This design comes from an exercise in tuning for small area on the open sky130 flow, not from production work. RTL that was checked went through simulation tests only; none was proved equivalent to the original. Only the layout flow was run in runs 1, 2 and 7; the RTL was not checked for function there. Power and IR drop assume default switching activity.

**flow/flow/run.sh**
```bash
#!/bin/bash
# The standard layout (standard.sh) with: the smallest buffer cell on the
# ports, synthesis buffers removed at floorplan, no dummy clock-tree loads.
set -euo pipefail
export BUFFER_PORTS_ARGS="-buffer_cell sky130_fd_sc_hd__buf_1"
export REMOVE_ABC_BUFFERS=1
export CTS_ARGS="-sink_clustering_enable -repair_clock_nets -dont_use_dummy_load -sink_clustering_size 25 -sink_clustering_max_diameter 100"
bash standard.sh > standard_flow.log 2>&1
```
**flow/standard.sh**
```bash
#!/bin/bash
# synth_recipe.tcl (not shown) runs the flow's synth.tcl, then flattens the netlist and writes it again
# the make line also repeats each setting of config.mk as NAME=value (left out here)
make -C /OpenROAD-flow-scripts/flow DESIGN_CONFIG=/design/flow/config.mk WORK_HOME=/design/flow/orfs CLKGATE_MAP_FILE= SYNTH_SCRIPT=/design/flow/synth_recipe.tcl "${@:-finish}"
```
**flow/config.mk**
```make
export PLATFORM = sky130hd
export DESIGN_NAME = asx_soupbintcp_itch
export DESIGN_NICKNAME = asx_soupbintcp_itch
export VERILOG_FILES = /design/flow/design.v
export SDC_FILE = /design/flow/constraint.sdc
export NUM_CORES = 4
export LEC_CHECK = 0
export CAP_MARGIN = 10
export CORE_MARGIN = 2
export CORE_UTILIZATION = 40
export SLEW_MARGIN = 10
```
**flow/constraint.sdc**
```tcl
create_clock -name core_clock -period 5.0 [get_ports {clk}]
set_input_delay 1.0000 -clock core_clock [delete_from_list [all_inputs] [get_ports {clk}]]
set_output_delay 1.0000 -clock core_clock [all_outputs]
set_load 0.01 [all_outputs]
```
**flow/design.v**
```verilog
module asx_soupbintcp_itch (
    input  wire        clk,
    input  wire        rst,
    input  wire        ip_payload_valid,
    input  wire [7:0]  ip_payload_data,
    input  wire        ip_payload_start,
    input  wire        ip_payload_end,
    output wire [15:0] tcp_src_port,
    output wire [15:0] tcp_dst_port,
    output wire [31:0] tcp_seq_num,
    output wire [31:0] tcp_ack_num,
    output wire [3:0] tcp_data_offset,
    output wire [7:0] tcp_flags,
    output wire [15:0] tcp_window,
    output wire tcp_flag_syn,
    output wire tcp_flag_ack,
    output wire tcp_flag_fin,
    output wire tcp_flag_rst,
    output wire tcp_flag_psh,
    output wire tcp_header_valid,
    output wire tcp_parse_error,
    output wire session_active,
    output wire [63:0] session_sequence,
    output wire [7:0] pkt_type,
    output wire pkt_type_valid,
    output wire pkt_heartbeat,
    output wire pkt_login_accepted,
    output wire pkt_login_rejected,
    output wire pkt_end_session,
    output wire [31:0] seq_data_count,
    output wire [31:0] heartbeat_count,
    output wire parse_error,
    output wire msg_valid,
    output wire [7:0] msg_type,
    output wire msg_error,
    output wire [31:0] timestamp,
    output wire [63:0] order_id,
    output wire [31:0] orderbook_id,
    output wire side,
    output wire add_order_valid,
    output wire add_order_start,
    output wire [63:0] quantity,
    output wire [31:0] price,
    output wire [15:0] order_attributes,
    output wire order_executed_valid,
    output wire [63:0] exec_quantity,
    output wire order_cancel_valid,
    output wire order_delete_valid,
    output wire order_replace_valid,
    output wire directory_valid,
    output wire system_event_valid,
    output wire [7:0] event_code,
    output wire [31:0] total_messages,
    output wire [31:0] parse_errors
);
    reg [7:0] d1;
    always @(posedge clk)
        d1 <= ip_payload_data;
    localparam [1:0] T_IDLE = 2'd0, T_HDR = 2'd1, T_OPT = 2'd2, T_PAY = 2'd3;
    reg [1:0] t_state;
    reg [5:0] tpos;      
    reg       hw1;       
    reg       v1, e1;    
    reg       hdr_valid_r, tcp_err_r;
    wire [7:0] fb0;      
    wire [7:0] fb12;     
    wire [3:0] doff = fb12[7:4];
    always @(posedge clk) begin
        if (rst) begin
            t_state     <= T_IDLE;
            hw1         <= 1'b0;
            v1          <= 1'b0;
            e1          <= 1'b0;
            hdr_valid_r <= 1'b0;
            tcp_err_r   <= 1'b0;
        end else begin
            hw1         <= 1'b0;
            v1          <= 1'b0;
            e1          <= 1'b0;
            hdr_valid_r <= 1'b0;
            tcp_err_r   <= 1'b0;
            case (t_state)
                T_IDLE:
                    if (ip_payload_valid && ip_payload_start) begin
                        hw1     <= 1'b1;
                        t_state <= T_HDR;
                    end
                T_HDR:
                    if (ip_payload_valid) begin
                        hw1 <= 1'b1;
                        if (tpos == 6'd18) begin
                            if (doff > 4'd5) begin
                                t_state <= T_OPT;
                            end else begin
                                hdr_valid_r <= 1'b1;
                                t_state     <= T_PAY;
                            end
                        end
                        if (ip_payload_end) begin
                            tcp_err_r <= 1'b1;
                            t_state   <= T_IDLE;
                        end
                    end
                T_OPT:
                    if (ip_payload_valid) begin
                        if (tpos == {doff - 4'd1, 2'b10}) begin
                            hdr_valid_r <= 1'b1;
                            t_state     <= T_PAY;
                        end
                        if (ip_payload_end) begin
                            tcp_err_r <= 1'b1;
                            t_state   <= T_IDLE;
                        end
                    end
                default:
                    if (ip_payload_valid) begin
                        v1 <= 1'b1;
                        e1 <= ip_payload_end;
                        if (ip_payload_end)
                            t_state <= T_IDLE;
                    end
            endcase
        end
    end
    always @(posedge clk) begin
        if (t_state == T_IDLE)
            tpos <= 6'd0;
        else if (ip_payload_valid && (t_state != T_PAY))
            tpos <= tpos + 6'd1;
    end
    assign tcp_header_valid = hdr_valid_r;
    assign tcp_parse_error  = tcp_err_r;
    localparam [2:0] S_IDLE = 3'd0, S_LSB = 3'd1, S_TYPE = 3'd2,
                     S_PAYF = 3'd3, S_PAY = 3'd4, S_SKIP = 3'd5;
    reg [2:0]  s_state;
    reg [15:0] cnt;      
    reg        sa;
    reg        v2, s2, e2;
    reg        ptv;
    wire [63:0] seq_cnt;
    wire [31:0] hb_cnt;
    wire s_pay    = (s_state == S_PAYF) || (s_state == S_PAY);
    wire cnt_last = (cnt == 16'd2);
    wire gt1      = |cnt[15:1];
    wire d1_H = (d1 == 8'h48);
    wire d1_A = (d1 == 8'h41);
    wire d1_J = (d1 == 8'h4A);
    wire d1_Z = (d1 == 8'h5A);
    wire d1_S = (d1 == 8'h53);
    always @(posedge clk) begin
        if (rst) begin
            s_state <= S_IDLE;
            sa      <= 1'b0;
            v2      <= 1'b0;
            s2      <= 1'b0;
            e2      <= 1'b0;
            ptv     <= 1'b0;
        end else begin
            v2  <= v1 && s_pay;
            s2  <= v1 && (s_state == S_PAYF);
            e2  <= v1 && s_pay && (cnt_last || e1);
            ptv <= v1 && (s_state == S_TYPE);
            if (v1) begin
                case (s_state)
                    S_IDLE: s_state <= S_LSB;
                    S_LSB:  s_state <= e1 ? S_IDLE : S_TYPE;
                    S_TYPE: begin
                        if (d1_A)
                            sa <= 1'b1;
                        else if (d1_J || d1_Z)
                            sa <= 1'b0;
                        if (e1 || d1_H || d1_Z || !gt1)
                            s_state <= S_IDLE;
                        else if (d1_S)
                            s_state <= S_PAYF;
                        else
                            s_state <= S_SKIP;
                    end
                    S_PAYF, S_PAY, S_SKIP:
                        if (cnt_last || e1)
                            s_state <= S_IDLE;
                        else if (s_state == S_PAYF)
                            s_state <= S_PAY;
                    default: s_state <= S_IDLE;
                endcase
            end
        end
    end
    always @(posedge clk) begin
        if (v1) begin
            if (s_state == S_IDLE)
                cnt[15:8] <= d1;
            else if (s_state == S_LSB)
                cnt[7:0] <= d1;
            else if (s_state != S_TYPE)
                cnt <= cnt - 16'd1;
        end
    end
    event_counter #(.W(64)) seq_counter (
        .clk(clk), .rst(rst), .inc(v1 && (s_state == S_TYPE) && d1_S), .count(seq_cnt));
    event_counter #(.W(32)) hb_counter (
        .clk(clk), .rst(rst), .inc(v1 && (s_state == S_TYPE) && d1_H), .count(hb_cnt));
    assign session_active     = sa;
    assign session_sequence   = seq_cnt;
    assign seq_data_count     = seq_cnt[31:0];
    assign heartbeat_count    = hb_cnt;
    wire [7:0] pt = fb0;
    assign pkt_type           = pt;
    assign pkt_type_valid     = ptv;
    assign pkt_heartbeat      = ptv && (pt == 8'h48);
    assign pkt_login_accepted = ptv && (pt == 8'h41);
    assign pkt_login_rejected = ptv && (pt == 8'h4A);
    assign pkt_end_session    = ptv && (pt == 8'h5A);
    assign parse_error        = ptv && !((pt == 8'h48) || (pt == 8'h41) ||
                                         (pt == 8'h4A) || (pt == 8'h5A) ||
                                         (pt == 8'h53) || (pt == 8'h55) ||
                                         (pt == 8'h2B));
    localparam [1:0] I_IDLE = 2'd0, I_COUNT = 2'd1, I_DONE = 2'd2, I_ERR = 2'd3;
    reg [1:0]  i_state;
    reg [5:0]  bc;       
    reg [7:0]  mt;       
    reg        msg_valid_r, msg_error_r, aos_r;
    wire [31:0] msg_cnt, err_cnt;
    reg [5:0] len_m1;
    always @* begin
        case (mt)
            8'h54: len_m1 = 6'd4;
            8'h53: len_m1 = 6'd5;
            8'h52: len_m1 = 6'd56;
            8'h4D: len_m1 = 6'd20;
            8'h4C: len_m1 = 6'd21;
            8'h4F: len_m1 = 6'd9;
            8'h41: len_m1 = 6'd38;
            8'h46: len_m1 = 6'd39;
            8'h45: len_m1 = 6'd30;
            8'h43: len_m1 = 6'd39;
            8'h58: len_m1 = 6'd18;
            8'h44: len_m1 = 6'd14;
            8'h55: len_m1 = 6'd44;
            8'h50: len_m1 = 6'd36;
            8'h51: len_m1 = 6'd40;
            8'h42: len_m1 = 6'd14;
            default: len_m1 = 6'd0;
        endcase
    end
    wire known = (len_m1 != 6'd0);
    wire last  = (bc == len_m1);
    reg [1:0] i_next;
    reg [5:0] bc_next;
    always @* begin
        i_next  = i_state;
        bc_next = bc;
        case (i_state)
            I_IDLE:
                if (s2) begin
                    bc_next = 6'd1;
                    i_next  = known ? I_COUNT : I_ERR;
                end
            I_COUNT:
                if (v2) begin
                    bc_next = bc + 6'd1;
                    if (last)
                        i_next = I_DONE;
                    else if (e2)
                        i_next = I_ERR;
                end
            default: i_next = I_IDLE;
        endcase
    end
    always @(posedge clk) begin
        bc <= bc_next;
        if (rst) begin
            i_state     <= I_IDLE;
            msg_valid_r <= 1'b0;
            msg_error_r <= 1'b0;
            aos_r       <= 1'b0;
        end else begin
            i_state     <= i_next;
            msg_valid_r <= (i_state == I_DONE);
            msg_error_r <= (i_state == I_ERR);
            aos_r       <= (i_state == I_IDLE) && s2 && (mt == 8'h41);
        end
    end
    always @(posedge clk) begin
        if ((i_next == I_IDLE) && v1 && (s_state == S_PAYF))
            mt <= d1;
    end
    event_counter #(.W(32)) msg_counter (
        .clk(clk), .rst(rst), .inc(i_state == I_DONE), .count(msg_cnt));
    event_counter #(.W(32)) err_counter (
        .clk(clk), .rst(rst), .inc(i_state == I_ERR), .count(err_cnt));
    assign msg_valid            = msg_valid_r;
    assign msg_error            = msg_error_r;
    assign msg_type             = mt;
    assign add_order_start      = aos_r;
    assign add_order_valid      = msg_valid_r && (mt == 8'h41);
    assign order_executed_valid = msg_valid_r && (mt == 8'h45);
    assign order_cancel_valid   = msg_valid_r && (mt == 8'h58);
    assign order_delete_valid   = msg_valid_r && (mt == 8'h44);
    assign order_replace_valid  = msg_valid_r && (mt == 8'h55);
    assign directory_valid      = msg_valid_r && (mt == 8'h52);
    assign system_event_valid   = msg_valid_r && (mt == 8'h53);
    assign total_messages       = msg_cnt;
    assign parse_errors         = err_cnt;
    wire       wi  = (i_next == I_COUNT) && v1 && s_pay;   
    wire       wr  = hw1 || wi;
    wire [5:0] pos = hw1 ? tpos : bc_next;
    reg [7:0]  fb [0:31];
    reg        side_r;
    genvar k;
    generate
        for (k = 0; k < 32; k = k + 1) begin : g_fb
            if (k != 17) begin : g_byte
                wire we = (k == 1) ? (wi && (pos == 6'd1))
                        : (k == 0) ? ((hw1 && (pos == 6'd0)) || (v1 && (s_state == S_TYPE)))
                        : (wr && (pos == k));
                always @(posedge clk)
                    if (we)
                        fb[k] <= d1;
            end
        end
    endgenerate
    reg [7:0] src_lo;
    always @(posedge clk)
        if (hw1 && (pos == 6'd1))
            src_lo <= d1;
    always @(posedge clk)
        if (wr && (pos == 6'd17))
            side_r <= (d1 == 8'h42);
    assign fb0  = fb[0];
    assign fb12 = fb[12];
    assign tcp_src_port    = {fb[0], src_lo};
    assign tcp_dst_port    = {fb[2], fb[3]};
    assign tcp_seq_num     = {fb[4], fb[5], fb[6], fb[7]};
    assign tcp_ack_num     = {fb[8], fb[9], fb[10], fb[11]};
    assign tcp_data_offset = fb[12][7:4];
    assign tcp_flags       = fb[13];
    assign tcp_window      = {fb[14], fb[15]};
    assign tcp_flag_fin    = fb[13][0];
    assign tcp_flag_syn    = fb[13][1];
    assign tcp_flag_rst    = fb[13][2];
    assign tcp_flag_psh    = fb[13][3];
    assign tcp_flag_ack    = fb[13][4];
    assign timestamp        = {fb[1], fb[2], fb[3], fb[4]};
    assign order_id         = {fb[5], fb[6], fb[7], fb[8], fb[9], fb[10], fb[11], fb[12]};
    assign orderbook_id     = {fb[13], fb[14], fb[15], fb[16]};
    assign side             = side_r;
    assign quantity         = {fb[18], fb[19], fb[20], fb[21], fb[22], fb[23], fb[24], fb[25]};
    assign exec_quantity    = {fb[18], fb[19], fb[20], fb[21], fb[22], fb[23], fb[24], fb[25]};
    assign price            = {fb[26], fb[27], fb[28], fb[29]};
    assign order_attributes = {fb[30], fb[31]};
    assign event_code       = fb[5];
endmodule
module event_counter #(
    parameter W = 32
) (
    input  wire         clk,
    input  wire         rst,
    input  wire         inc,
    output reg  [W-1:0] count
);
    wire [W-1:0] carry;
    genvar i;
    generate
        for (i = 0; i < W; i = i + 1) begin : g_bit
            if (i == 0) begin : g_first
                assign carry[i] = inc;
            end else if (i % 8 == 0) begin : g_byte
                assign carry[i] = inc & (&count[i-1:0]);
            end else begin : g_ripple
                assign carry[i] = carry[i-1] & count[i-1];
            end
            always @(posedge clk)
                count[i] <= ~rst & (count[i] ^ carry[i]);
        end
    endgenerate
endmodule
```
==> results of run 1 <==
[Yosys cell counts (4+ instances only)]
master	number	area [µm²]
mux2i_1	7	70.1
nand4_1	39	244
buf_4	225	1690
nand2_1	41	154
o21ai_1	8	40.0
nor2_1	112	420
nand3_1	15	75.1
or3_1	10	62.6
and3_1	8	50.1
nor3_1	26	130
nor3b_1	8	60.1
nor4_1	9	56.3
inv_2	4	15.0
ha_1	151	1890
xor2_1	10	87.6
a31oi_1	6	37.5
o21ai_0	13	65.1
a21oi_1	31	155
o22ai_1	4	25.0
inv_1	25	93.8
edfxtp_1	281	8440
nor2b_1	150	938
a211oi_1	6	45.0
xnor2_1	39	342
clkbuf_1	37	139
nand2b_1	9	56.3
dfxtp_1	200	4000
or4_1	7	52.6
and2_1	5	31.3
nand3b_1	6	45.0
[cells by family (layout without fill, tap and decap cells)]
group | after synthesis | in the layout | share of synthesized area
flops | 481 | 481 | 0.619
simple gates | 472 | 472 | 0.131
buf+inv | 296 | 748 | 0.0975
fa+ha+maj | 151 | 151 | 0.0940
compound gates | 100 | 100 | 0.0321
xor+xnor | 49 | 49 | 0.0214
mux | 9 | 9 | 0.00461
[cells in the final DEF (no fill, tap or decap), drive strengths merged, types with 5 or more instances in the layout]
master  synthesis  routed
ha            151     151
or4             8       8
nor4           10      10
a211oi          6       6
edfxtp        281     281
nor2          114     114
and2            5       5
xor2           10      10
and3            8       8
nand3b          6       6
inv            29      29
nand2b          9       9
clkbuf         37      24
a21oi          32      32
or3b            5       5
or3            11      11
nand4          41      41
mux2i           7       7
dfxtp         200     200
o21ai          21      21
nand2          42      42
nor3b           8       8
buf           230     695
a31oi           6       6
nor3           28      28
nor2b         150     150
nand3          15      15
xnor2          39      39
[power by group through the flow]
stage / combinational [mW] / sequential [mW] / clock (mW)
global route: 0.216 / 4.23 / 2.23
global placement: 0.198 / 4.31 / 0
finish: 0.198 / 4.23 / 2.05
detailed placement: 0.201 / 4.32 / 0
CTS: 0.201 / 4.22 / 2.10
floorplan: 0.0739 / 4.33 / 0
[critical path, stage by stage, from the launching register on]
cell and delay, ns:
edfxtp_1 0.71, nor3b_1 0.43, nand2_1 0.10, o2111a_1 0.16, or4_1 0.55, nor4_2 0.54, a21oi_1 0.19, a21oi_2 0.65
nor2_1 0.33, buf_4 0.26
[layout make-up]
class | instances | area share
multi-input cells | 781 | 0.255
clock buffers | 23 | 0.0257
inverters | 29 | 0.00486
well taps | 672 | 0.0376
repair buffers | 696 | 0.120
flip-flops and latches | 481 | 0.557
[metal layers]
layer  up-vias  track usage  part of all wire
met5         -            0           0.00048
met4         6       0.0594             0.026
met3        72        0.102              0.11
met2       553        0.424              0.49
met1      6611        0.284              0.38
li1       6142            -                 -
[worst max-delay path by stage]
stage                       endpoint  startpoint  slack (ns)
3_3_place_gp               fb[12][0]       mt[0]        0.98
4_1_cts                    fb[12][4]       mt[0]        0.82
2_1_floorplan  seq_counter.count[62]       d1[4]        0.87
5_1_grt                    fb[12][4]       mt[0]        0.57
6_report                   fb[12][4]       mt[0]        0.85
3_5_place_dp               fb[12][4]       mt[0]        0.85
[registers in the layout (all words and copies together) (netlist names), 6 cells and up]
signal,cells
fb,248
seq_counter.count,64
err_counter.count,32
hb_counter.count,32
msg_counter.count,32
cnt,16
d1,8
mt,8
src_lo,8
bc,6
tpos,6
[through the flow]
stage,cells,worst slack [ns],hold slack (ns),utilization,instance area [µm²]
finish,2682,0.851,0.504,0.449,22400
global route,2682,0.571,0.479,0.449,22400
CTS,2682,0.822,0.480,0.449,22400
detailed placement,2659,0.852,0.493,0.437,21800
global placement,2659,0.979,0.478,0.437,21800
floorplan,1291,0.865,0.455,-,18200
==> out/metrics.csv, run 1 <==
stage,metric,value,unit
worst_setup_path,timing.rr.start,mt[0],
power,swShare,0.215,
floorplan,placeableCoreArea,49900,µm²
layout,seqCellArea,12500,µm²
synthesis,synthCells,1558,
worst_setup_path,timing_worst_setup_path_type,reg2reg,
sta,max_slew_margin,0.274,
worst_setup_path,crit_fanout,23,
worst_setup_path,start_kind,flop,
sta,hold_viol,0,
global_routing,grt_pass1_vias,12852,
sta,final_max_slew_viol_count,0,
detailed_routing,finalWirelength,66700,µm
hold_path,hp-start,s2,
detailed_routing,first_iter_violations,817,
power,cellLeakagePower,8.29,nW
floorplan,rows,82,
synthesis,ys.flop_type,edfxtp_1,
layout,nets,2176,
synthesis,yosysWarnings,4,
clocking,cts.repair.resized,0,
worst_setup_path,reg2reg_depth,9,
power,finalPower,6.47,mW
clocking,clock_sinks,481,
power,sequentialPowerShare,0.653,
place,port_buffers,681,
sta,setup_viol,0,
detailed_routing,vias_per_cell,4.99,
detailed_routing,ant_nets,0,
global_routing,grt_overflow,0,
power,vdd_ir_drop_max,0.201,mV
sta,rsz0062_at_grt,false,
worst_setup_path,critPathArrivalTime,4.48,ns
synthesis,synth-seq-area-share,0.619,
layout,drive_above_1_share,0.0358,
clocking,cts_made_buffers,23,
sta,fin_skew,0.0251,ns
layout,multi_input_area,5710,µm²
floorplan,io_pins,682,
global_routing,grt_pass1_wl,93400,µm
sta,clock.fmax,241,MHz
sta,worst_slew_pin_slew,1.08,ns
sta,min_period_over_period,0.830,
detailed_routing,wire_per_inst,24.9,µm
clocking,cts_hold_buf,0,
place,dpl.hpwl,50700,µm
clocking,cts_tree,yes,
hold_path,hp-class,reg2reg,
synthesis,syn_area,20100,µm²
worst_setup_path,crit_path_end_kind,flop,
clocking,postCtsSetupBuffers,0,
hold_path,holdPathStages,2,
power,intPower,5.08,mW
clocking,path_clk_slew,0.10,ns
clocking,clk_latency,0.58,ns
power,p_switching,1.39,mW
worst_setup_path,reg2reg_slack,0.85,ns
synthesis,avgSynthCellArea,12.9,µm²
synthesis,synthArstFlopShare,0,
power,p_comb_frac,0.031,
sta,period_minus_slack,4.15,ns
layout,filler_cell_count,4699,
synthesis,synth-seq-cells,481,
synthesis,synth_edf_count,281,
floorplan,die_x,228,µm
flow_run,maxCapViolCount,0,
detailed_routing,drc,0,
clocking,clockRootBuffer,clkbuf_16,
floorplan,fp.dieArea,52000,µm²
worst_setup_path,worstReg2RegEnd,fb[12][4],
power,powerDensity,289,nW/µm²
layout,syn2layout_area_growth,11.3,%
clocking,cts-htree-levels,1,
place,gp_congestion,1.01,
status,outcome,timing/DRC/antenna clean,
floorplan,start_util,0.403,
worst_setup_path,crit_required,5.33,ns
detailed_routing,first_pass_iters,5,
layout,diodes,0,
detailed_routing,vias,13384,
global_routing,grtUsageTotal,0.246,
global_routing,grt_max_degree,121,
sta,tns,0,ns
synthesis,ys_types,70,
global_routing,antenna_found_initial,5,
hold_path,hold_end,i_state[1],
power,p_clk_frac,0.316,
clocking,cts_buffer_depth,3,
floorplan,die_h,228,µm
==> inputs of run 2 (changes only) <==
--- a/flow/config.mk
+++ b/flow/config.mk
@@ -6,6 +6,6 @@
 export NUM_CORES = 4
 export LEC_CHECK = 0
-export CAP_MARGIN = 10
+export CAP_MARGIN = 0
 export CORE_MARGIN = 2
 export CORE_UTILIZATION = 40
-export SLEW_MARGIN = 10
+export SLEW_MARGIN = 0
==> run 2 against run 1 <==
Net effect: worst hold slack is the same; sequential power hardly changed; non-clock buffer count unchanged; setup slack unchanged; largest power group unchanged; register-to-register slack barely moved; still clean on timing, DRC and antenna; sequential share of layout area unchanged; area after synthesis stayed put; utilization stayed put; total power is the same; first-iteration DRC count unchanged.
==> out/metrics.csv, run 2 <==
stage,metric,value,unit,change
status,outcome,timing/DRC/antenna clean,,unchanged
detailed_routing,drc,0,,unchanged
clocking,cts_buffer_depth,3,,unchanged
clocking,postCtsSetupBuffers,0,,unchanged
global_routing,top_usage_layer,met2,,unchanged
clocking,cts_tree,yes,,unchanged
synthesis,synth_top_family_by_area,simple AND/OR/NAND/NOR gates,,unchanged
worst_setup_path,critPathArrivalTime,4.48,ns,about the same
sta,fin_skew,0.0251,ns,unchanged
sta,worst_slew_pin_slew,1.08,ns,unchanged
detailed_routing,finalWirelength,66700,µm,unchanged
sta,hold_viol,0,,unchanged
layout,diodes,0,,unchanged
layout,layout_common_cells,"buf_1 (680), edfxtp_1 (281), dfxtp_1 (192)",,unchanged
detailed_routing,first_pass_iters,5,,unchanged
power,vdd_ir_drop_max,0.201,mV,unchanged
sta,clock.fmax,241,MHz,unchanged
global_routing,grtUsageTotal,0.246,,unchanged
place,port_buffers,681,,unchanged
synthesis,synthArstFlopShare,0,,unchanged
global_routing,antenna_found_initial,5,,unchanged
worst_setup_path,crit_required,5.33,ns,about the same
place,dpl.hpwl,50700,µm,unchanged
power,finalPower,6.47,mW,unchanged
clocking,path_clk_slew,0.10,ns,about the same
floorplan,die_h,228,µm,unchanged
global_routing,use_met1,0.284,,unchanged
synthesis,synthDominantCellAreaShare,0.420,,unchanged
detailed_routing,vias_per_cell,4.99,,unchanged
layout,final_common_cell,buf_1,,unchanged
power,cellLeakagePower,8.29,nW,unchanged
global_routing,use_met3,0.102,,unchanged
layout,nets,2176,,unchanged
synthesis,synthCells,1558,,unchanged
layout,final_util,0.449,,unchanged
sta,tns,0,ns,unchanged
worst_setup_path,crit_fanout,23,,unchanged
floorplan,io_pins,682,,unchanged
global_routing,grt_overflow,0,,unchanged
worst_setup_path,startpoint,mt[0],,unchanged
detailed_routing,wire_per_inst,24.9,µm,unchanged
synthesis,synthTopCellsByCount,"edfxtp_1 (281), buf_4 (225), dfxtp_1 (200)",,unchanged
synthesis,ys.flop_type,edfxtp_1,,unchanged
synthesis,muxShareOfSynthArea,0.00461,,unchanged
synthesis,post-synth-top-count-cell,edfxtp_1,,unchanged
clocking,cts_made_buffers,23,,unchanged
synthesis,synthAdderAreaFrac,0.0940,,unchanged
detailed_routing,vias,13384,,unchanged
layout,largest-register,fb,,unchanged
sta,max_slew_margin,0.274,,unchanged
power,powerDensity,289,nW/µm²,unchanged
hold_path,hp-class,reg2reg,,unchanged
synthesis,avgSynthCellArea,12.9,µm²,unchanged
synthesis,synth-seq-cells,481,,unchanged
sta,setup_viol,0,,unchanged
worst_setup_path,timing.rr.start,mt[0],,unchanged
synthesis,syn_area,20100,µm²,unchanged
detailed_routing,ant_nets,0,,unchanged
global_routing,grt_max_degree,121,,unchanged
hold_path,hp-start,s2,,unchanged
synthesis,synth.area.top_cells,"edfxtp_1 (42%), dfxtp_1 (20%), ha_1 (9.4%)",,unchanged
place,gp_congestion,1.01,,unchanged
worst_setup_path,timing_worst_setup_path_type,reg2reg,,unchanged
clocking,clk_latency,0.58,ns,about the same
synthesis,ys_types,70,,unchanged
global_routing,grt_pass1_vias,12852,,unchanged
floorplan,placeableCoreArea,49900,µm²,unchanged
synthesis,synth_simple_gate_area_share,0.131,,unchanged
worst_setup_path,crit_path_end_kind,flop,,unchanged
worst_setup_path,start_kind,flop,,unchanged
synthesis,synth-seq-area-share,0.619,,unchanged
clocking,cts_hold_buf,0,,unchanged
global_routing,use_met2,0.424,,unchanged
layout,largest_reg_flops,248,,unchanged
sta,rsz0062_at_grt,false,,unchanged
synthesis,synth_edf_count,281,,unchanged
floorplan,die_x,228,µm,unchanged
synthesis,synth_xor_area_frac,0.0214,,unchanged
sta,min_period_over_period,0.830,,unchanged
floorplan,fp.dieArea,52000,µm²,unchanged
global_routing,grt_pass1_wl,93400,µm,unchanged
layout,reg_top3,"fb (248), seq_counter.count (64)",,unchanged
sta,final_max_slew_viol_count,0,,unchanged
layout,syn2layout_area_growth,11.3,%,unchanged
synthesis,synth_compound_area_frac,0.0321,,unchanged
sta,period_minus_slack,4.15,ns,unchanged
clocking,cts.repair.resized,0,,unchanged
floorplan,start_util,0.403,,unchanged
clocking,clock_sinks,481,,unchanged
synthesis,yosys.area.top_type,edfxtp_1,,unchanged
clocking,cts-htree-levels,1,,unchanged
layout,drive_above_1_share,0.0358,,unchanged
synthesis,yosysWarnings,4,,unchanged
floorplan,rows,82,,unchanged
detailed_routing,first_iter_violations,817,,unchanged
flow_run,maxCapViolCount,0,,unchanged
clocking,clockRootBuffer,clkbuf_16,,unchanged
## run 2: cell counts in the layout (fill, tap and decap cells not counted)
No cell type changed its count.
## run 2: cell type report
type                       instances  area (µm²)
clock buffer                      23         576
timing repair buffer             696        2690
sequential                       481       12500
tap                              672         841
inverter                          29         109
multi-input combinational        781        5710
fill                            4699       27500
## run 2: report_power, final
group          internal (mW)  total (mW)  switching (mW)
Clock                  0.826        2.05            1.22
Combinational         0.0495       0.198           0.148
Sequential              4.20        4.23          0.0248
## run 2: logic make-up after synthesis
| family | after synthesis |
|---|---|
| flip-flops | 481 |
| AND/OR/NAND/NOR | 472 |
| buffers and inverters | 296 |
| adder cells (fa/ha/maj) | 151 |
| AO/OA/AOI/OAI | 100 |
| XOR/XNOR | 49 |
| multiplexers | 9 |
## run 2: metrics by stage
step	instance area (µm²)	std cells	hold WS [ns]	setup WS, ns
2_1_floorplan	18200	1291	0.455	0.865
4_1_cts	22400	2682	0.480	0.822
6_report	22400	2682	0.504	0.851
5_1_grt	22400	2682	0.479	0.571
3_5_place_dp	21800	2659	0.493	0.852
3_3_place_gp	21800	2659	0.478	0.979
## run 2: layer usage
layer / up-vias / share of wire
li1: 6142 / -
met1: 6611 / 0.38
met2: 553 / 0.49
met3: 72 / 0.11
met4: 6 / 0.026
met5: - / 0.00048
## run 2: worst paths after layout
path / slack [ns] / cells past startpoint / end
setup / recovery: 0.85 / 9 / fb[12][4]
hold reg to reg: 0.50 / 2 / i_state[1]
setup reg to reg: 0.85 / 9 / fb[12][4]
hold / removal: 0.50 / 2 / i_state[1]
## run 2: worst max-delay path: stages (launching register included)
cell,delay [ns]
edfxtp_1,0.71
nor3b_1,0.43
nand2_1,0.10
o2111a_1,0.16
or4_1,0.55
nor4_2,0.54
a21oi_1,0.19
a21oi_2,0.65
nor2_1,0.33
buf_4,0.26
==> inputs of run 3 (changes only) <==
--- a/flow/design.v
+++ b/flow/design.v
@@ -59,5 +59,5 @@
     localparam [1:0] T_IDLE = 2'd0, T_HDR = 2'd1, T_OPT = 2'd2, T_PAY = 2'd3;
     reg [1:0] t_state;
-    reg [5:0] tpos;      
+    wire [5:0] tpos;     
     reg       hw1;       
     reg       v1, e1;    
@@ -123,10 +123,4 @@
         end
     end
-    always @(posedge clk) begin
-        if (t_state == T_IDLE)
-            tpos <= 6'd0;
-        else if (ip_payload_valid && (t_state != T_PAY))
-            tpos <= tpos + 6'd1;
-    end
     assign tcp_header_valid = hdr_valid_r;
     assign tcp_parse_error  = tcp_err_r;
@@ -187,4 +181,5 @@
         end
     end
+    wire [15:0] cnt_dec = cnt - 16'd1;
     always @(posedge clk) begin
         if (v1) begin
@@ -192,9 +187,21 @@
                 cnt[15:8] <= d1;
             else if (s_state == S_LSB)
-                cnt[7:0] <= d1;
+                cnt[7:6] <= d1[7:6];
             else if (s_state != S_TYPE)
-                cnt <= cnt - 16'd1;
+                cnt[15:6] <= cnt_dec[15:6];
+        end
+        if (t_state == T_IDLE)
+            cnt[5:0] <= 6'd0;
+        else if (t_state != T_PAY) begin
+            if (ip_payload_valid)
+                cnt[5:0] <= cnt[5:0] + 6'd1;
+        end else if (v1) begin
+            if (s_state == S_LSB)
+                cnt[5:0] <= d1[5:0];
+            else if ((s_state != S_IDLE) && (s_state != S_TYPE))
+                cnt[5:0] <= cnt_dec[5:0];
         end
     end
+    assign tpos = cnt[5:0];
     event_counter #(.W(64)) seq_counter (
         .clk(clk), .rst(rst), .inc(v1 && (s_state == S_TYPE) && d1_S), .count(seq_cnt));
--- a/flow/config.mk
+++ b/flow/config.mk
@@ -6,6 +6,7 @@
 export NUM_CORES = 4
 export LEC_CHECK = 0
-export CAP_MARGIN = 0
+export CAP_MARGIN = 20
 export CORE_MARGIN = 2
 export CORE_UTILIZATION = 40
-export SLEW_MARGIN = 0
+export GPL_TIMING_DRIVEN = 0
+export SLEW_MARGIN = 20
==> run 3 against run 2 <==
Net effect: count of clock-buffer cells in the layout down 1; via count up 0.13%; total power down 1.6%; synthesized cell count up 0.13%; worst hold slack better by 0.0092 ns; die area down 0.84%; routed wire length down 4.6%; critical path depth up 8.
==> out/metrics.csv, run 3 <==
stage,metric,value,unit,change
sta,hold_viol,0,,unchanged
layout,drive_above_1_share,0.0330,,was 0.0358
place,dp.cells,2645,,was 2659
worst_setup_path,crit_required,5.47,ns,was 5.33 ns
floorplan,die_x,227,µm,was 228 µm
worst_setup_path,critPathMaxStageDelay,0.76,ns,was 0.71 ns
synthesis,synthAdderAreaFrac,0.0942,,was 0.0940
layout,largest-register,fb,,unchanged
synthesis,synthCells,1560,,was 1558
synthesis,muxShareOfSynthArea,0.00754,,was 0.00461
place,port_buffers,681,,unchanged
flow_run,maxCapViolCount,0,,unchanged
detailed_routing,finalWirelength,63700,µm,was 66700 µm
place,pre_cts_ws,0.338,ns,was 0.852 ns
sta,clock.fmax,216,MHz,was 241 MHz
synthesis,synth_compound_area_frac,0.0313,,was 0.0321
worst_setup_path,start_kind,flop,,unchanged
synthesis,syn_area,19900,µm²,was 20100 µm²
detailed_routing,wl_met3,5930,µm,was 7050 µm
power,powerDensity,285,nW/µm²,was 289 nW/µm²
floorplan,fp.dieArea,51600,µm²,was 52000 µm²
power,p_switching,1.37,mW,was 1.39 mW
place,dpl.hpwl,48500,µm,was 50700 µm
clocking,postCtsSetupBuffers,0,,unchanged
synthesis,synth_edf_count,275,,was 281
sta,min_period_over_period,0.928,,was 0.830
floorplan,start_util,0.406,,was 0.403
global_routing,grt_pass1_vias,12573,,was 12852
hold_path,hp-class,reg2reg,,unchanged
floorplan,placeableCoreArea,49100,µm²,was 49900 µm²
worst_setup_path,crit_buf_inv,1,,unchanged
floorplan,die_h,227,µm,was 228 µm
synthesis,ys_types,67,,was 70
synthesis,synth_xor_area_frac,0.0180,,was 0.0214
layout,stdcell_count,2668,,was 2682
detailed_routing,met1_length,25600,µm,was 25400 µm
synthesis,synth_top_family_by_area,simple AND/OR/NAND/NOR gates,,unchanged
worst_setup_path,cp_cell_sequence,buf_16 > nand4bb_2 > or3_1 > or4_4 > nor3_4 > nand2_2 > or3_4 > nor3_4 > and2_1 > ha_1 > ha_1 > ha_1 > ha_1 > ha_1 > ha_1 > ha_1 > nor2b_1,,was nor3b_1 > nand2_1 > o2111a_1 > or4_1 > nor4_2 > a21oi_1 > a21oi_2 > nor2_1 > buf_4
clocking,cts_hold_buf,0,,unchanged
synthesis,synth_simple_gate_area_share,0.135,,was 0.131
detailed_routing,vias_per_cell,5.02,,was 4.99
global_routing,grt_max_degree,42,,was 121
layout,final_cell_area,22300,µm²,was 22400 µm²
clocking,clockRootBuffer,clkbuf_16,,unchanged
global_routing,grtUsageTotal,0.234,,was 0.246
sta,setup_viol,0,,unchanged
layout,largest_reg_flops,248,,unchanged
sta,worst_slew_pin_slew,1.17,ns,was 1.08 ns
worst_setup_path,crit_fanout,24,,was 23
power,vdd_ir_drop_max,0.245,mV,was 0.201 mV
detailed_routing,vias,13402,,was 13384
synthesis,synthTopCellsByCount,"edfxtp_1 (275), buf_4 (225), dfxtp_1 (200)",,"was edfxtp_1 (281), buf_4 (225), dfxtp_1 (200)"
global_routing,grt_pass1_wl,86700,µm,was 93400 µm
power,finalPower,6.37,mW,was 6.47 mW
clocking,clk_latency,0.57,ns,was 0.58 ns
clocking,path_clk_slew,0.10,ns,about the same
synthesis,ys.flop_type,edfxtp_1,,unchanged
detailed_routing,first_iter_violations,864,,was 817
status,outcome,timing/DRC/antenna clean,,unchanged
detailed_routing,drc,0,,unchanged
sta,finalWorstSetupSlack,0.362,ns,was 0.851 ns
layout,final_common_cell,buf_1,,unchanged
detailed_routing,wire_per_inst,23.9,µm,was 24.9 µm
sta,max_slew_margin,0.221,,was 0.274
layout,nets,2168,,was 2176
layout,reg_top3,"fb (248), seq_counter.count (64)",,unchanged
global_routing,grt_overflow,0,,unchanged
synthesis,synthDominantCellAreaShare,0.414,,was 0.420
power,intPower,5.00,mW,was 5.08 mW
detailed_routing,met2RoutedLength,29800,µm,was 32500 µm
worst_setup_path,timing_worst_setup_path_type,reg2reg,,unchanged
power,sequentialPowerShare,0.659,,was 0.653
sta,fin_skew,0.0211,ns,was 0.0251 ns
synthesis,post-synth-top-count-cell,edfxtp_1,,unchanged
global_routing,antenna_found_initial,1,,was 5
worst_setup_path,crit_top_cell,ha_1,,
sta,final_max_slew_viol_count,0,,unchanged
synthesis,yosys.area.top_type,edfxtp_1,,unchanged
clocking,cts_made_buffers,22,,was 23
clocking,cts_tree,yes,,unchanged
synthesis,synth.area.top_cells,"edfxtp_1 (41%), dfxtp_1 (20%), ha_1 (9.4%)",,"was edfxtp_1 (42%), dfxtp_1 (20%), ha_1 (9.4%)"
clocking,cts-htree-levels,1,,unchanged
power,p_comb_frac,0.029,,was 0.031
floorplan,rows,81,,was 82
sta,rsz0062_at_grt,false,,unchanged
sta,period_minus_slack,4.64,ns,was 4.15 ns
detailed_routing,highest_layer,met4,,was met5
clocking,cts_buffer_depth,3,,unchanged
detailed_routing,ant_nets,0,,unchanged
synthesis,synth-seq-area-share,0.615,,was 0.619
clocking,clock_sinks,475,,was 481
sta,tns,0,ns,unchanged
layout,syn2layout_area_growth,12.0,%,was 11.3%
layout,layout_common_cells,"buf_1 (680), edfxtp_1 (275), dfxtp_1 (192)",,"was buf_1 (680), edfxtp_1 (281), dfxtp_1 (192)"
worst_setup_path,cp_top_family,simple AND/OR/NAND/NOR gates,,unchanged
worst_setup_path,cp_slowest_cell,dfxtp_2,,was edfxtp_1
worst_setup_path,critPathArrivalTime,5.11,ns,was 4.48 ns
power,p_clk_frac,0.311,,was 0.316
synthesis,yosysWarnings,4,,unchanged
floorplan,io_pins,682,,unchanged
synthesis,synthArstFlopShare,0,,unchanged
detailed_routing,first_pass_iters,5,,unchanged
place,post_dp_cell_area,21800,µm²,about the same
place,gp_congestion,0.835,,was 1.01
power,cellLeakagePower,8.28,nW,was 8.29 nW
clocking,cts.repair.resized,0,,unchanged
power,swShare,0.215,,about the same
worst_setup_path,crit_path_end_kind,flop,,unchanged
synthesis,synth-seq-cells,475,,was 481
synthesis,avgSynthCellArea,12.8,µm²,was 12.9 µm²
## run 3: cell count changes after synthesis, sizes merged, moves of 5 or more
cell,previous run,this run
xnor2,39,34
nor2,114,119
edfxtp,281,275
o21ai,21,27
and3,8,16
nand4,41,36
inv,29,22
mux2,2,8
## run 3: power by group through the flow
stage	combinational, mW	sequential [mW]	clock (mW)
2_1_floorplan	0.0724	4.27	0
3_3_place_gp	0.130	4.32	0
3_5_place_dp	0.187	4.29	0
4_1_cts	0.187	4.20	2.05
5_1_grt	0.206	4.20	2.16
6_report	0.186	4.20	1.98
## run 3: worst paths after layout
check	cells after the start	start	slack (ns)	to
max reg2reg	17	d1[4]	0.36	seq_counter.count[62]
min reg2reg	2	sa	0.51	sa
max	17	d1[4]	0.36	seq_counter.count[62]
min	2	sa	0.51	sa
## run 3: kinds of logic after synthesis
kind of cell    Yosys count
buf+inv                 295
compound gates          102
fa+ha+maj               150
simple gates            483
xor+xnor                 41
mux                      14
flops                   475
## run 3: cell type report
class                   count  area (µm²)
diodes                      1        2.50
clock buffers              22         551
fillers                  4506       26700
inverters                  23        86.3
multi-input cells         790        5720
flip-flops and latches    475       12300
well taps                 664         831
repair buffers            693        2840
## run 3: through the flow
stage,hold WS [ns],util
after floorplan,0.472,-
after global placement,0.464,0.437
after detailed placement,0.482,0.443
after CTS,0.494,0.455
after global routing,0.505,0.455
final,0.513,0.455
## run 3: worst reg2reg max path, stage by stage, from the launching register on
cell and delay (ns):
dfxtp_2 0.76, buf_16 0.26, nand4bb_2 0.20, or3_1 0.46, or4_4 0.58, nor3_4 0.23
nand2_2 0.09, or3_4 0.42, nor3_4 0.19, and2_1 0.15, ha_1 0.14, ha_1 0.16
ha_1 0.15, ha_1 0.14, ha_1 0.14, ha_1 0.14, ha_1 0.21, nor2b_1 0.12
## run 3: metal layers
metal  GRT usage  up-vias
li1            -     6115
met1       0.287     6659
met2       0.381      541
met3      0.0831       87
met4      0.0820        0
met5           0        -
==> inputs of run 4 (changes only) <==
--- a/flow/config.mk
+++ b/flow/config.mk
@@ -8,5 +8,4 @@
 export CAP_MARGIN = 20
 export CORE_MARGIN = 2
-export CORE_UTILIZATION = 40
-export GPL_TIMING_DRIVEN = 0
+export CORE_UTILIZATION = 65
 export SLEW_MARGIN = 20
==> run 4 against run 3 <==
Net effect: the run now fails in 3_2_place_iop; area after synthesis stayed put; synthesized cell count is the same.
==> out/metrics.csv, run 4 <==
stage,metric,value,unit,change
status,outcome,stopped before the end,,was timing/DRC/antenna clean
status,stop_stage,3_2_place_iop,,
status,stop_error,[ERROR PPL-0024] Number of IO pins (682) exceeds maximum number of available positions (642). Increase the die perimeter from 716.32um to 927.52um.,,
synthesis,yosysWarnings,4,,unchanged
synthesis,yosys.area.top_type,edfxtp_1,,unchanged
synthesis,ys.flop_type,edfxtp_1,,unchanged
synthesis,syn_area,19900,µm²,unchanged
synthesis,avgSynthCellArea,12.8,µm²,unchanged
floorplan,start_util,0.656,,was 0.406
synthesis,ys_types,67,,unchanged
synthesis,synthTopCellsByCount,"edfxtp_1 (275), buf_4 (225), dfxtp_1 (200)",,unchanged
synthesis,synth.area.top_cells,"edfxtp_1 (41%), dfxtp_1 (20%), ha_1 (9.4%)",,unchanged
synthesis,synth-seq-cells,475,,unchanged
synthesis,post-synth-top-count-cell,edfxtp_1,,unchanged
floorplan,die_x,179,µm,was 227 µm
synthesis,synthDominantCellAreaShare,0.414,,unchanged
floorplan,die_h,179,µm,was 227 µm
synthesis,synthCells,1560,,unchanged
synthesis,synth-seq-area-share,0.615,,unchanged
floorplan,rows,64,,was 81
synthesis,synthArstFlopShare,0,,unchanged
synthesis,synth_edf_count,275,,unchanged
[run 4: cell counts after synthesis]
Identical to the previous run, type by type.
[run 4: cell families after synthesis]
logic type               Yosys count  synth area share
AO/OA/AOI/OAI                    102            0.0313
adder cells (fa/ha/maj)          150            0.0942
XOR/XNOR                          41            0.0180
multiplexers                      14           0.00754
flip-flops                       475             0.615
AND/OR/NAND/NOR                  483             0.135
buffers and inverters            295            0.0981
==> inputs of run 5 (changes only) <==
--- a/flow/config.mk
+++ b/flow/config.mk
@@ -8,4 +8,4 @@
 export CAP_MARGIN = 20
 export CORE_MARGIN = 2
-export CORE_UTILIZATION = 65
+export CORE_UTILIZATION = 40
 export SLEW_MARGIN = 20
==> run 5 against run 4 <==
Net effect: the run now finishes clean; area after synthesis stayed put; synthesized cell count did not move.
==> out/metrics.csv, run 5 <==
stage,metric,value,unit,change
detailed_routing,drc,0,,
place,gp_congestion,0.932,,
global_routing,grtUsageTotal,0.243,,
worst_setup_path,worstSetupEndpoint,fb[4][6],,
detailed_routing,first_pass_iters,5,,
synthesis,ys_types,67,,unchanged
sta,hold_viol,0,,
worst_setup_path,cp_cell_sequence,nor2b_1 > o21ai_1 > mux2_1 > or4_1 > o311ai_1 > nand4_1 > a21boi_1 > nor2_1,,
detailed_routing,finalWirelength,66000,µm,
global_routing,grt_max_degree,73,,
worst_setup_path,reg2reg_slack,0.80,ns,
layout,reg_top3,"fb (248), seq_counter.count (64)",,
synthesis,synth-seq-area-share,0.615,,unchanged
synthesis,synthTopCellsByCount,"edfxtp_1 (275), buf_4 (225), dfxtp_1 (200)",,unchanged
layout,filler_cell_count,4510,,
synthesis,synthDominantCellAreaShare,0.414,,unchanged
sta,holdWs,0.486,ns,
global_routing,grt_overflow,0,,
worst_setup_path,crit_fanout,17,,
detailed_routing,ant_nets,0,,
clocking,clk_latency,0.57,ns,
clocking,cts-htree-levels,1,,
power,cellLeakagePower,8.23,nW,
worst_setup_path,crit_required,5.20,ns,
layout,final_util,0.452,,
place,dpl.hpwl,49000,µm,
synthesis,ys.flop_type,edfxtp_1,,unchanged
layout,largest-register,fb,,
sta,finalWorstSetupSlack,0.801,ns,
hold_path,holdPathStages,2,,
worst_setup_path,startpoint,mt[2],,
floorplan,io_pins,682,,
clocking,postCtsSetupBuffers,0,,
status,outcome,timing/DRC/antenna clean,,was stopped before the end
clocking,cts_buffer_depth,3,,
sta,worst_slew_pin_slew,1.07,ns,
synthesis,synth.area.top_cells,"edfxtp_1 (41%), dfxtp_1 (20%), ha_1 (9.4%)",,unchanged
layout,syn2layout_area_growth,11.2,%,
detailed_routing,vias,13441,,
floorplan,start_util,0.406,,was 0.656
floorplan,die_h,227,µm,was 179 µm
layout,final_cell_area,22200,µm²,
clocking,clock_sinks,475,,
floorplan,fp.dieArea,51600,µm²,
sta,min_period_over_period,0.840,,
clocking,cts.repair.resized,0,,
clocking,cts_made_buffers,23,,
global_routing,antenna_found_initial,3,,
flow_run,maxCapViolCount,0,,
worst_setup_path,critPathMaxStageDelay,0.92,ns,
synthesis,synth_edf_count,275,,unchanged
layout,layout_common_cells,"buf_1 (680), edfxtp_1 (275), dfxtp_1 (192)",,
clocking,cts_tree,yes,,
sta,period_minus_slack,4.20,ns,
clocking,cts_hold_buf,0,,
worst_setup_path,cp_slowest_cell,a21boi_1,,
detailed_routing,wire_per_inst,24.7,µm,
worst_setup_path,timing.rr.start,mt[2],,
sta,final_max_slew_viol_count,0,,
synthesis,synth-seq-cells,475,,unchanged
synthesis,post-synth-top-count-cell,edfxtp_1,,unchanged
worst_setup_path,worstReg2RegEnd,fb[4][6],,
layout,diodes,0,,
synthesis,synthArstFlopShare,0,,unchanged
sta,tns,0,ns,
clocking,path_clk_slew,0.10,ns,
place,post_dp_cell_area,21600,µm²,
sta,setup_viol,0,,
layout,drive_above_1_share,0.0339,,
layout,largest_reg_flops,248,,
sta,rsz0062_at_grt,false,,
synthesis,syn_area,19900,µm²,unchanged
power,powerDensity,288,nW/µm²,
global_routing,grt_pass1_vias,12492,,
floorplan,placeableCoreArea,49100,µm²,
worst_setup_path,crit_path_end_kind,flop,,
hold_path,hp-class,reg2reg,,
worst_setup_path,timing_worst_setup_path_type,reg2reg,,
place,pre_cts_ws,0.883,ns,
sta,max_slew_margin,0.284,,
global_routing,grt_pass1_wl,89200,µm,
place,port_buffers,681,,
power,vdd_ir_drop_max,0.232,mV,
synthesis,avgSynthCellArea,12.8,µm²,unchanged
synthesis,synthCells,1560,,unchanged
layout,nets,2173,,
floorplan,die_x,227,µm,was 179 µm
clocking,clockRootBuffer,clkbuf_16,,
synthesis,yosys.area.top_type,edfxtp_1,,unchanged
layout,final_common_cell,buf_1,,
floorplan,rows,81,,was 64
sta,fin_skew,0.0240,ns,
synthesis,yosysWarnings,4,,unchanged
sta,clock.fmax,238,MHz,
worst_setup_path,start_kind,flop,,
worst_setup_path,critPathArrivalTime,4.40,ns,
worst_setup_path,reg2reg_depth,8,,
detailed_routing,first_iter_violations,1056,,
detailed_routing,vias_per_cell,5.03,,
run 5: cell counts after synthesis:
No cell type changed its count.
run 5: layer usage:
metal,GRT usage,wire length [µm]
met1,0.292,25600
met2,0.395,31000
met3,0.0982,7060
met4,0.0795,2300
met5,0,11
run 5: kinds of logic (layout without fill, tap and decap cells):
| kind of cell | after synthesis | in the layout | share of synthesized area |
|---|---|---|---|
| simple gates | 483 | 483 | 0.135 |
| flops | 475 | 475 | 0.615 |
| buf+inv | 295 | 743 | 0.0981 |
| fa+ha+maj | 150 | 150 | 0.0942 |
| compound gates | 102 | 102 | 0.0313 |
| xor+xnor | 41 | 41 | 0.0180 |
| mux | 14 | 14 | 0.00754 |
run 5: how the worst min path moves through the flow:
stage	start	to	slack, ns
after floorplan	bc[5]	bc[5]	0.47
after global placement	sa	sa	0.47
after detailed placement	sa	sa	0.48
after CTS	sa	sa	0.49
after global routing	sa	sa	0.55
final	sa	sa	0.49
run 5: layout make-up:
cell class / count / area (µm²) / area share
sequential: 475 / 12300 / 0.554
multi-input combinational: 790 / 5710 / 0.258
timing repair buffer: 697 / 2680 / 0.121
tap: 664 / 831 / 0.0375
clock buffer: 23 / 576 / 0.0260
inverter: 23 / 86.3 / 0.00390
run 5: power by group:
part           total [mW]  internal, mW  switching (mW)
Sequential           4.17          4.14          0.0232
Clock                2.01         0.825            1.19
Combinational       0.206        0.0475           0.159
Total                6.39          5.02            1.37
run 5: per-stage QoR:
| stage | std cells | power, mW |
|---|---|---|
| finish | 2672 | 6.39 |
| floorplan | 1288 | 4.34 |
| CTS | 2672 | 6.45 |
| global route | 2672 | 6.59 |
| global placement | 2649 | 4.46 |
| detailed placement | 2649 | 4.46 |
run 5: critical path, delay by kind of cell (launching register included):
kind	cells	cell delay, ns
mux	1	0.32
simple gates	4	1.68
compound gates	3	1.18
flops	1	0.64
==> inputs of run 6 (changes only) <==
==> flow/flow/run.sh (replaced) <==
#!/bin/bash
# The standard layout (standard.sh) with: the smallest buffer cell on the
# ports, synthesis buffers removed at floorplan, no dummy clock-tree loads.
set -euo pipefail
export BUFFER_PORTS_ARGS="-buffer_cell sky130_fd_sc_hd__buf_1"
export REMOVE_ABC_BUFFERS=1
export CTS_ARGS="-sink_clustering_enable -repair_clock_nets -dont_use_dummy_load -sink_clustering_size 30 -sink_clustering_max_diameter 100"
bash standard.sh > standard_flow.log 2>&1
==> run 6 against run 5 <==
Net effect: still clean; first-iteration DRC count is 9.5% lower; via count is 0.50% lower; sequential cell count did not move; clock power fell by 6%; global-route usage down 0.081 points; final area down 0.33%; utilization fell by 0.15 points; synthesized cell count unchanged; largest cell class unchanged.
==> out/metrics.csv, run 6 <==
stage,metric,value,unit,change
place,dpl.hpwl,49000,µm,unchanged
worst_setup_path,cp_top_family,simple AND/OR/NAND/NOR gates,,unchanged
sta,final_max_slew_viol_count,0,,unchanged
synthesis,post-synth-top-count-cell,edfxtp_1,,unchanged
sta,min_period_over_period,0.833,,was 0.840
flow_run,maxCapViolCount,0,,unchanged
place,gp_congestion,0.932,,unchanged
layout,final_common_cell,buf_1,,unchanged
clocking,cts_hold_buf,0,,unchanged
layout,nets,2170,,was 2173
floorplan,placeableCoreArea,49100,µm²,unchanged
place,port_buffers,681,,unchanged
sta,setup_viol,0,,unchanged
worst_setup_path,worstReg2RegEnd,fb[4][6],,unchanged
clocking,clk_latency,0.57,ns,about the same
synthesis,ys_types,67,,unchanged
clocking,path_clk_slew,0.12,ns,was 0.10 ns
clocking,cts_buffer_depth,3,,unchanged
sta,rsz0062_at_grt,false,,unchanged
global_routing,grtUsageTotal,0.242,,was 0.243
hold_path,hp-class,reg2reg,,unchanged
layout,syn2layout_area_growth,10.8,%,was 11.2%
clocking,cts-htree-levels,1,,unchanged
synthesis,synth_compound_area_frac,0.0313,,unchanged
synthesis,muxShareOfSynthArea,0.00754,,unchanged
synthesis,syn_area,19900,µm²,unchanged
worst_setup_path,reg2reg_slack,0.83,ns,was 0.80 ns
worst_setup_path,crit_buf_inv,0,,unchanged
power,powerDensity,284,nW/µm²,was 288 nW/µm²
worst_setup_path,start_kind,flop,,unchanged
worst_setup_path,timing_worst_setup_path_type,reg2reg,,unchanged
global_routing,grt_pass1_vias,12466,,was 12492
sta,worst_slew_pin_slew,1.06,ns,was 1.07 ns
floorplan,rows,81,,unchanged
clocking,postCtsSetupBuffers,0,,unchanged
detailed_routing,finalWirelength,65700,µm,was 66000 µm
power,cellLeakagePower,8.20,nW,was 8.23 nW
sta,period_minus_slack,4.17,ns,was 4.20 ns
power,vdd_ir_drop_max,0.191,mV,was 0.232 mV
synthesis,ys.flop_type,edfxtp_1,,unchanged
layout,stdcell_count,2670,,was 2672
floorplan,die_h,227,µm,unchanged
worst_setup_path,critPathMaxStageDelay,0.90,ns,was 0.92 ns
synthesis,synthTopCellsByCount,"edfxtp_1 (275), buf_4 (225), dfxtp_1 (200)",,unchanged
synthesis,synth_edf_count,275,,unchanged
worst_setup_path,crit_required,5.21,ns,was 5.20 ns
detailed_routing,ant_nets,0,,unchanged
hold_path,holdPathStages,2,,unchanged
detailed_routing,vias_per_cell,5.01,,was 5.03
status,outcome,timing/DRC/antenna clean,,unchanged
synthesis,synth-seq-cells,475,,unchanged
layout,drive_above_1_share,0.0324,,was 0.0339
sta,fin_skew,0.0390,ns,was 0.0240 ns
synthesis,synthAdderAreaFrac,0.0942,,unchanged
synthesis,yosys.area.top_type,edfxtp_1,,unchanged
worst_setup_path,cp_slowest_cell,a21boi_1,,unchanged
clocking,cts.repair.resized,0,,unchanged
sta,hold_viol,0,,unchanged
detailed_routing,drc,0,,unchanged
layout,largest_reg_flops,248,,unchanged
layout,largest-register,fb,,unchanged
worst_setup_path,cp_cell_sequence,nor2b_1 > o21ai_1 > mux2_1 > or4_1 > o311ai_1 > nand4_1 > a21boi_1 > nor2_1,,unchanged
synthesis,synthArstFlopShare,0,,unchanged
clocking,cts_made_buffers,20,,was 23
layout,layout_common_cells,"buf_1 (680), edfxtp_1 (275), dfxtp_1 (192)",,unchanged
detailed_routing,first_iter_violations,956,,was 1056
clocking,clockRootBuffer,clkbuf_16,,unchanged
sta,tns,0,ns,unchanged
global_routing,grt_pass1_wl,88900,µm,was 89200 µm
synthesis,synthDominantCellAreaShare,0.414,,unchanged
global_routing,grt_overflow,0,,unchanged
synthesis,yosysWarnings,4,,unchanged
worst_setup_path,timing.rr.start,mt[2],,unchanged
floorplan,io_pins,682,,unchanged
place,dp.cells,2649,,unchanged
hold_path,hold_end,sa,,unchanged
worst_setup_path,critPathArrivalTime,4.38,ns,was 4.40 ns
hold_path,hp-start,sa,,unchanged
synthesis,synth_top_family_by_area,simple AND/OR/NAND/NOR gates,,unchanged
global_routing,antenna_found_initial,2,,was 3
synthesis,synth-seq-area-share,0.615,,unchanged
sta,max_slew_margin,0.293,,was 0.284
worst_setup_path,crit_fanout,17,,unchanged
worst_setup_path,reg2reg_depth,8,,unchanged
floorplan,die_x,227,µm,unchanged
synthesis,synthCells,1560,,unchanged
clocking,clock_sinks,475,,unchanged
worst_setup_path,crit_path_end_kind,flop,,unchanged
detailed_routing,first_pass_iters,7,,was 5
synthesis,synth_xor_area_frac,0.0180,,unchanged
floorplan,start_util,0.406,,unchanged
synthesis,avgSynthCellArea,12.8,µm²,unchanged
synthesis,synth_simple_gate_area_share,0.135,,unchanged
sta,clock.fmax,240,MHz,was 238 MHz
global_routing,grt_max_degree,73,,unchanged
synthesis,synth.area.top_cells,"edfxtp_1 (41%), dfxtp_1 (20%), ha_1 (9.4%)",,unchanged
layout,reg_top3,"fb (248), seq_counter.count (64)",,unchanged
clocking,cts_tree,yes,,unchanged
floorplan,fp.dieArea,51600,µm²,unchanged
detailed_routing,wire_per_inst,24.6,µm,was 24.7 µm
detailed_routing,vias,13374,,was 13441
## run 6: cell counts after synthesis
No cell type changed its count.
## run 6: cells by family (layout without fill, tap and decap cells)
group / count (synthesis) / count (layout)
AO/OA/AOI/OAI: 102 / 102
XOR/XNOR: 41 / 41
adder cells (fa/ha/maj): 150 / 150
buffers and inverters: 295 / 740
flip-flops: 475 / 475
multiplexers: 14 / 14
other: 0 / 1
AND/OR/NAND/NOR: 483 / 483
## run 6: cell type report
type / count / area (µm²)
diodes: 1 / 2.50
clock buffers: 20 / 500
fillers: 4493 / 27000
inverters: 23 / 86.3
multi-input cells: 790 / 5710
flip-flops and latches: 475 / 12300
well taps: 664 / 831
repair buffers: 697 / 2680
## run 6: worst max path at each step
stage          slack, ns               endpoint       start  depth (start not counted)
2_1_floorplan       0.84  seq_counter.count[62]       d1[4]                         16
3_3_place_gp        0.88               fb[4][2]       mt[2]                          8
3_5_place_dp        0.88  seq_counter.count[62]  s_state[1]                         16
4_1_cts             0.86               fb[4][6]       mt[2]                          8
5_1_grt             0.63               fb[4][6]       mt[1]                          8
6_report            0.83               fb[4][6]       mt[2]                          8
## run 6: per-stage QoR
step,instance area [µm²],hold slack [ns],power [mW],utilization,worst slack [ns]
2_1_floorplan,18100,0.472,4.34,-,0.842
3_3_place_gp,21600,0.474,4.46,0.440,0.877
3_5_place_dp,21600,0.476,4.46,0.440,0.883
4_1_cts,22100,0.493,6.32,0.450,0.856
5_1_grt,22100,0.555,6.46,0.450,0.629
6_report,22100,0.494,6.26,0.450,0.833
## run 6: power breakdown
group / internal [mW] / switching, mW / total [mW] / leakage [nW]
Combinational: 0.0476 / 0.159 / 0.206 / 3.86
Clock: 0.725 / 1.16 / 1.89 / 0.246
Sequential: 4.14 / 0.0234 / 4.17 / 4.09
## run 6: metal layers
layer	GRT usage	vias to the layer above	share of wire
met4	0.0837	2	0.035
met2	0.395	565	0.47
li1	-	6111	-
met3	0.0981	75	0.11
met5	0	-	0.00017
met1	0.289	6621	0.38
## run 6: worst register-to-register path: cells and delay by family, from the launching register on
kind / cells / cell delay (ns)
AOI/OAI and AO/OA: 3 / 1.16
DFF: 1 / 0.64
muxes: 1 / 0.32
and+or+nand+nor: 4 / 1.69
==> inputs of run 7 (changes only) <==
--- a/flow/design.v
+++ b/flow/design.v
@@ -135,6 +135,6 @@
     wire [31:0] hb_cnt;
     wire s_pay    = (s_state == S_PAYF) || (s_state == S_PAY);
-    wire cnt_last = (cnt == 16'd2);
-    wire gt1      = |cnt[15:1];
+    wire cnt_last = (cnt == 16'hFFFD);    
+    wire gt1      = ~&cnt[15:1];          
     wire d1_H = (d1 == 8'h48);
     wire d1_A = (d1 == 8'h41);
@@ -181,13 +181,23 @@
         end
     end
-    wire [15:0] cnt_dec = cnt - 16'd1;
+    wire [15:0] cnt_inc;
+    genvar ci;
+    generate
+        for (ci = 0; ci < 16; ci = ci + 1) begin : g_cnt_inc
+            if (ci == 0) begin : g_first
+                assign cnt_inc[ci] = ~cnt[ci];
+            end else begin : g_rest
+                assign cnt_inc[ci] = cnt[ci] ^ (&cnt[ci-1:0]);
+            end
+        end
+    endgenerate
     always @(posedge clk) begin
         if (v1) begin
             if (s_state == S_IDLE)
-                cnt[15:8] <= d1;
+                cnt[15:8] <= ~d1;
             else if (s_state == S_LSB)
-                cnt[7:6] <= d1[7:6];
+                cnt[7:6] <= ~d1[7:6];
             else if (s_state != S_TYPE)
-                cnt[15:6] <= cnt_dec[15:6];
+                cnt[15:6] <= cnt_inc[15:6];
         end
         if (t_state == T_IDLE)
@@ -195,10 +205,10 @@
         else if (t_state != T_PAY) begin
             if (ip_payload_valid)
-                cnt[5:0] <= cnt[5:0] + 6'd1;
+                cnt[5:0] <= cnt_inc[5:0];
         end else if (v1) begin
             if (s_state == S_LSB)
-                cnt[5:0] <= d1[5:0];
+                cnt[5:0] <= ~d1[5:0];
             else if ((s_state != S_IDLE) && (s_state != S_TYPE))
-                cnt[5:0] <= cnt_dec[5:0];
+                cnt[5:0] <= cnt_inc[5:0];
         end
     end
==> flow/flow/run.sh (replaced) <==
#!/bin/bash
# The standard layout (standard.sh) with: the smallest buffer cell on the
# ports, synthesis buffers removed at floorplan, no dummy clock-tree loads.
set -euo pipefail
export BUFFER_PORTS_ARGS="-buffer_cell sky130_fd_sc_hd__buf_1"
export REMOVE_ABC_BUFFERS=1
export CTS_ARGS="-sink_clustering_enable -repair_clock_nets -dont_use_dummy_load -sink_clustering_size 25 -sink_clustering_max_diameter 100"
bash standard.sh > standard_flow.log 2>&1
==> run 7 against run 6 <==
Net effect: via count about the same; setup slack better by 0.20 ns; highest routed layer unchanged; cell count down 1.1%; critical path type unchanged.
==> out/metrics.csv, run 7 <==
stage,metric,value,unit,change
status,outcome,timing/DRC/antenna clean,,unchanged
layout,seqCellArea,12300,µm²,unchanged
worst_setup_path,cp_cell_sequence,nor2b_1 > a2bb2oi_1 > o311a_1 > or3b_1 > o31a_1 > nor4_4 > nor3_1,,was nor2b_1 > o21ai_1 > mux2_1 > or4_1 > o311ai_1 > nand4_1 > a21boi_1 > nor2_1
place,post_dp_cell_area,21500,µm²,was 21600 µm²
layout,multi_input_area,5680,µm²,was 5710 µm²
layout,layout_common_cells,"buf_1 (680), edfxtp_1 (275), dfxtp_1 (192)",,unchanged
worst_setup_path,cp_top_family,simple AND/OR/NAND/NOR gates,,unchanged
power,cellLeakagePower,8.17,nW,was 8.20 nW
worst_setup_path,reg2reg_depth,7,,was 8
sta,setup_viol,0,,unchanged
synthesis,synthArstFlopShare,0,,unchanged
worst_setup_path,critPathMaxStageDelay,0.90,ns,about the same
sta,holdWs,0.491,ns,was 0.494 ns
sta,period_minus_slack,3.97,ns,was 4.17 ns
layout,final_util,0.452,,was 0.450
flow_run,maxCapViolCount,0,,unchanged
synthesis,synth.area.top_cells,"edfxtp_1 (42%), dfxtp_1 (20%), ha_1 (9.6%)",,"was edfxtp_1 (41%), dfxtp_1 (20%), ha_1 (9.4%)"
detailed_routing,vias,13379,,was 13374
floorplan,io_pins,682,,unchanged
layout,final_cell_area,22200,µm²,was 22100 µm²
sta,final_max_slew_viol_count,0,,unchanged
worst_setup_path,crit_required,5.21,ns,about the same
synthesis,synth_edf_count,275,,unchanged
clocking,path_clk_slew,0.10,ns,was 0.12 ns
clocking,cts_tree,yes,,unchanged
synthesis,synth_xor_area_frac,0.0172,,was 0.0180
worst_setup_path,crit_fanout,16,,was 17
worst_setup_path,start_kind,flop,,unchanged
layout,largest-register,fb,,unchanged
floorplan,fp.dieArea,51500,µm²,was 51600 µm²
clocking,clock_sinks,475,,unchanged
floorplan,rows,81,,unchanged
detailed_routing,first_iter_violations,897,,was 956
synthesis,synth-seq-cells,475,,unchanged
detailed_routing,first_pass_iters,5,,was 7
sta,min_period_over_period,0.794,,was 0.833
sta,tns,0,ns,unchanged
synthesis,post-synth-top-count-cell,edfxtp_1,,unchanged
synthesis,yosysWarnings,4,,unchanged
sta,clock.fmax,252,MHz,was 240 MHz
worst_setup_path,critPathArrivalTime,4.18,ns,was 4.38 ns
layout,stdcell_count,2641,,was 2670
worst_setup_path,timing_worst_setup_path_type,reg2reg,,unchanged
detailed_routing,finalWirelength,64400,µm,was 65700 µm
layout,final_common_cell,buf_1,,unchanged
detailed_routing,vias_per_cell,5.07,,was 5.01
synthesis,synthDominantCellAreaShare,0.415,,was 0.414
floorplan,die_h,227,µm,about the same
clocking,cts-htree-levels,1,,unchanged
clocking,clockRootBuffer,clkbuf_16,,unchanged
clocking,cts_made_buffers,24,,was 20
clocking,clk_latency,0.59,ns,was 0.57 ns
layout,reg_top3,"fb (248), seq_counter.count (64)",,unchanged
synthesis,ys_types,75,,was 67
place,dp.cells,2612,,was 2649
synthesis,ys.flop_type,edfxtp_1,,unchanged
global_routing,grt_max_degree,75,,was 73
place,pre_cts_ws,1.05,ns,was 0.883 ns
sta,worst_slew_pin_slew,1.11,ns,was 1.06 ns
layout,nets,2141,,was 2170
hold_path,holdPathStages,2,,unchanged
worst_setup_path,crit_path_end_kind,flop,,unchanged
power,finalPower,6.41,mW,was 6.26 mW
layout,filler_cell_count,4576,,was 4493
sta,max_slew_margin,0.262,,was 0.293
synthesis,synth-seq-area-share,0.617,,was 0.615
floorplan,placeableCoreArea,49100,µm²,unchanged
place,dpl.hpwl,47100,µm,was 49000 µm
sta,fin_skew,0.0699,ns,was 0.0390 ns
global_routing,grt_overflow,0,,unchanged
synthesis,synthTopCellsByCount,"edfxtp_1 (275), buf_4 (225), dfxtp_1 (200)",,unchanged
-- run 7: changes by cell type in the layout (fill, tap and decap cells not counted), moves of 6 or more --
cell / delta
nor2_1: -36
nand2_1: -13
and3_1: -10
a21oi_1: +8
nor3_2: +8
nand4_1: +7
o21ai_1: -6
or3_1: -6
-- run 7: final cells by class --
type / instances / share of cell area
flip-flops and latches: 475 / 0.553
multi-input cells: 753 / 0.256
repair buffers: 699 / 0.121
well taps: 664 / 0.0375
clock buffers: 24 / 0.0271
inverters: 22 / 0.00372
diodes: 4 / 0.000451
-- run 7: where the power goes --
part	switching [mW]	leakage, nW	total, mW	internal (mW)
registers	0.0240	4.08	4.17	4.14
logic	0.153	3.79	0.200	0.0468
clock network	1.19	0.296	2.05	0.857
-- run 7: kinds of logic (layout without fill, tap and decap cells) --
kind of cell,Yosys count,after routing
XOR/XNOR,39,39
AO/OA/AOI/OAI,117,117
AND/OR/NAND/NOR,431,431
other,0,4
buffers and inverters,296,745
adder cells (fa/ha/maj),153,153
flip-flops,475,475
multiplexers,13,13
-- run 7: path summary, 6_finish.rpt --
| check | start | end | slack (ns) |
|---|---|---|---|
| setup / recovery | mt[4] | fb[21][2] | 1.03 |
| hold / removal | s2 | i_state[0] | 0.49 |
| hold reg to reg | s2 | i_state[0] | 0.49 |
| setup reg to reg | mt[4] | fb[21][2] | 1.03 |
-- run 7: layer usage --
metal	track usage	vias up	part of all wire
met5	0.0209	-	0.0027
li1	-	6049	-
met4	0.0995	6	0.043
met3	0.0839	110	0.093
met1	0.288	6631	0.40
met2	0.378	583	0.47
-- run 7: worst register-to-register path, delay by kind of cell (launching register included) --
family | cells | cell delay [ns]
AO/OA/AOI/OAI | 3 | 0.85
flip-flops | 1 | 0.69
AND/OR/NAND/NOR | 4 | 2.06

==> re-timing with driven ports <==
In the flow no input, the clock included, has a driving cell. The finished layouts below were timed again as built, in two steps.
Step 1 assumes that a clkbuf_16 drives the clock port and a buf_2 every other input.
Step 2 also shifts input and output timing later by t, the mid clock arrival at the registers, as if the neighbouring blocks saw the same clock.
Slacks: ideal / step 1 / step 2; pairs: ideal / step 1.
run	shift t [ns]	slack for setup (ns)
run 1	0.623	0.851 / 0.851 / 0.851
run 2	0.623	0.851 / 0.851 / 0.851
run 3	0.619	0.362 / 0.362 / 0.362
run 5	0.616	0.801 / 0.801 / 0.801
run 6	0.603	0.833 / 0.833 / 0.833
run 7	0.609	1.031 / 1.031 / 1.031
After both steps setup and hold are still met in every run listed.
